This is an optimization exercise on Yosys and OpenROAD, whose aim is small area, not a production implementation.
RTL that was checked went through simulation tests only; none was proved equivalent to the original.
No driver is modelled on the clock port, so clock power and skew are understated where the tree is cut down; a real chip needs a root buffer or a tree.
No activity file was given, so power comes from the tool's default toggle rates.

Setup of JK:
## All_Combined
module All_Combined(
    input clock, reset,
    output hSync, vSync,
    output [3:0] vgaRed,
    output [3:0] vgaGreen,
    output [3:0] vgaBlue,
    input btnL,
    input btnR,
    input serve,
    input [9:0] serveX,
    input [9:0] serveY,
    input serveDirX,
    input serveDirY
    );
Size in the first run: roughly 60 flip-flops, ~41 I/O pins.
Settings: LEC_CHECK=0, CAP_MARGIN=20, CORE_MARGIN=2, CORE_UTILIZATION=65, PLACE_DENSITY=0.75, SLEW_MARGIN=20; clock period 10.0 ns.
standard.sh (not shown) runs the stock make flow with config.mk's settings and CLKGATE_MAP_FILE= SYNTH_SCRIPT=/design/flow/synth_recipe.tcl, a recipe that flattens the netlist after the stock synthesis.
==> flow/flow/run.sh <==
#!/bin/bash
# Own layout flow: the standard ORFS flow (standard.sh) with three changes.
#  1. Synthesis: the standard flow's synthesis script, whose ORFS synth.tcl is swapped for a copy that
#     skips the full-adder extraction and maps with the area-oriented ABC script flow/area.abc.
#     Everything up to and including flip-flop mapping is unchanged, so the registers (names,
#     count, cell types) are those of the standard synthesis.
#  2. Port buffers: buf_1 instead of the default buffer cell (every port still gets one).
#  3. Clock tree: flow/cts_hook.tcl replaces the H-tree with one level of clock buffers.
# Each tool's output goes to the ORFS logs under orfs/logs; make's own output to make.log.
set -euo pipefail
W=$(pwd)
F=$W/flow

sed "s#^source \$::env(SCRIPTS_DIR)/synth.tcl\$#source $W/synth_own.tcl#" synth_recipe.tcl > own_synth.tcl
grep -q "source $W/synth_own.tcl" own_synth.tcl

sed "s#^  log_cmd abc {\*}\$abc_args\$#  log_cmd abc -script $F/area.abc {*}\$lib_args {*}\$lib_dont_use_args#" \
  "$FLOW_HOME/scripts/synth.tcl" > synth_own.tcl
grep -q "area.abc" synth_own.tcl

sed "s#SYNTH_SCRIPT=[^ ]*#SYNTH_SCRIPT=$W/own_synth.tcl#" standard.sh > own_standard.sh
grep -q "SYNTH_SCRIPT=$W/own_synth.tcl" own_standard.sh

export ADDER_MAP_FILE=
export BUFFER_PORTS_ARGS="-buffer_cell sky130_fd_sc_hd__buf_1"
export PRE_CTS_TCL=$F/cts_hook.tcl
export CTS_NBUF=4
export CTS_BUFCELL=sky130_fd_sc_hd__clkbuf_8

bash own_standard.sh > make.log 2>&1
Other scripts of this flow, unchanged in this note and not shown: flow/flow/area.abc, flow/flow/cts_hook.tcl
#### Input delta (MS over JK)
-- flow/design.v --
<<< JK, line 173
    reg qR1;
    always @(posedge clock) qR1 <= cb4 | cb5 | cBall | cBar;
    reg qR0;
    always @(posedge clock) qR0 <= cb1 | cb2 | cb3 | cBall | cBar;
    reg qG1;
    always @(posedge clock) qG1 <= cBorder | cb1 | cBall;
    wire R3 = qR3;
    wire R1 = qR1;
    wire R0 = qR0;
    wire G1 = qG1;
    wire R2 = (R1) | (R0);
    wire G3 = (~R3 & R0) | (R1) | (G1);
    wire G2 = (~R3 & R1) | (R3 & R0) | (G1);
    wire G0 = (~R1 & R0) | (R1 & ~R0) | (G1);
    wire B3 = (R3 & ~R1 & ~G1) | (R1 & ~R0);
    wire B2 = (R3 & ~R1) | (R3 & R0 & ~G1);
    wire B0 = (~R3 & R0) | (R1 & ~R0);
    assign vgaRed = {R3, R2, R1, R0};
    assign vgaGreen = {G3, G2, G1, G0};
>>> MS, line 173
    reg qR1;
    always @(posedge clock) qR1 <= cb4 | cb5 | cBall | cBar;
    reg qG1;
    always @(posedge clock) qG1 <= cBorder | cb1 | cBall;
    reg qG0;
    always @(posedge clock) qG0 <= cBorder | cb1 | cb2 | cb3 | cb4 | cb5 | cBall;
    wire R3 = qR3;
    wire R1 = qR1;
    wire G1 = qG1;
    wire G0 = qG0;
    wire R2 = (R3) | (~G1 & G0);
    wire R0 = (R3 & G1) | (R3 & ~G0) | (~R1 & ~G1 & G0);
    wire G3 = (~R3 & G0) | (R1) | (G1);
    wire G2 = ~((~R3 & ~R1 & ~G1) | (R3 & R1 & ~G1 & G0));
    wire B3 = (~R3 & R1) | (R3 & ~G1 & G0);
    wire B2 = (R3 & ~R1) | (R3 & ~G0);
    wire B0 = (~R3 & ~G1 & G0) | (R1 & ~G1 & G0);
    assign vgaRed = {R3, R2, R1, R0};
    assign vgaGreen = {G3, G2, G1, G0};
Notes after the runs:
Each of the runs, namely MS and JK, reached the end of the flow and came out clean. Critical path's slowest cell = sky130_fd_sc_hd__nor4b_1: MS; critical path's slowest cell = sky130_fd_sc_hd__nor3_1: JK. Diff JK -> MS: post-route fraction of the period consumed by the critical path shows an increase of 4.5 points; power shows a reduction of 3.8%; met3 usage shows an increase of 0.98 points; actual transition at the worst max-transition pin shows an increase of 0.038 ns. Route | MS vs JK | wire shorter in MS.
Only the layout flow was run in JK; the RTL was not checked for function there. No run of this note takes its clock network from TritonCTS; it comes from the design's own scripts or RTL.

==> static timing again, ports no longer ideal <==
How much do the figures lean on ideal ports? The routed layouts below were timed once more, with nothing changed but the port constraints. Step 1 (the two cells are an assumption about what drives the block):
set clk [get_ports {clock}]
set_driving_cell -lib_cell sky130_fd_sc_hd__clkbuf_16 $clk
set_driving_cell -lib_cell sky130_fd_sc_hd__buf_2 [delete_from_list [all_inputs] $clk]
Step 2 also shifts input and output timing later by t, the mid clock arrival at the registers, as if the neighbouring blocks saw the same clock. Three values: no drivers, after step 1, after step 2; two values: the first two.
| run | t (ns) | slack for setup (ns) | worst slew at a driven data input, ns | cell pins on the clock port's net |
|---|---|---|---|---|
| JK | 0.224 | 5.883 / 5.883 / 5.732 | 0.03 | 4 |
| MS | 0.225 | 5.430 / 5.430 / 5.430 | 0.03 | 4 |
After both steps setup and hold are still met in every run listed. For JK, which loses most, drivers alone change the setup slack by 0.000 ns; drivers and shift together by -0.151 ns.
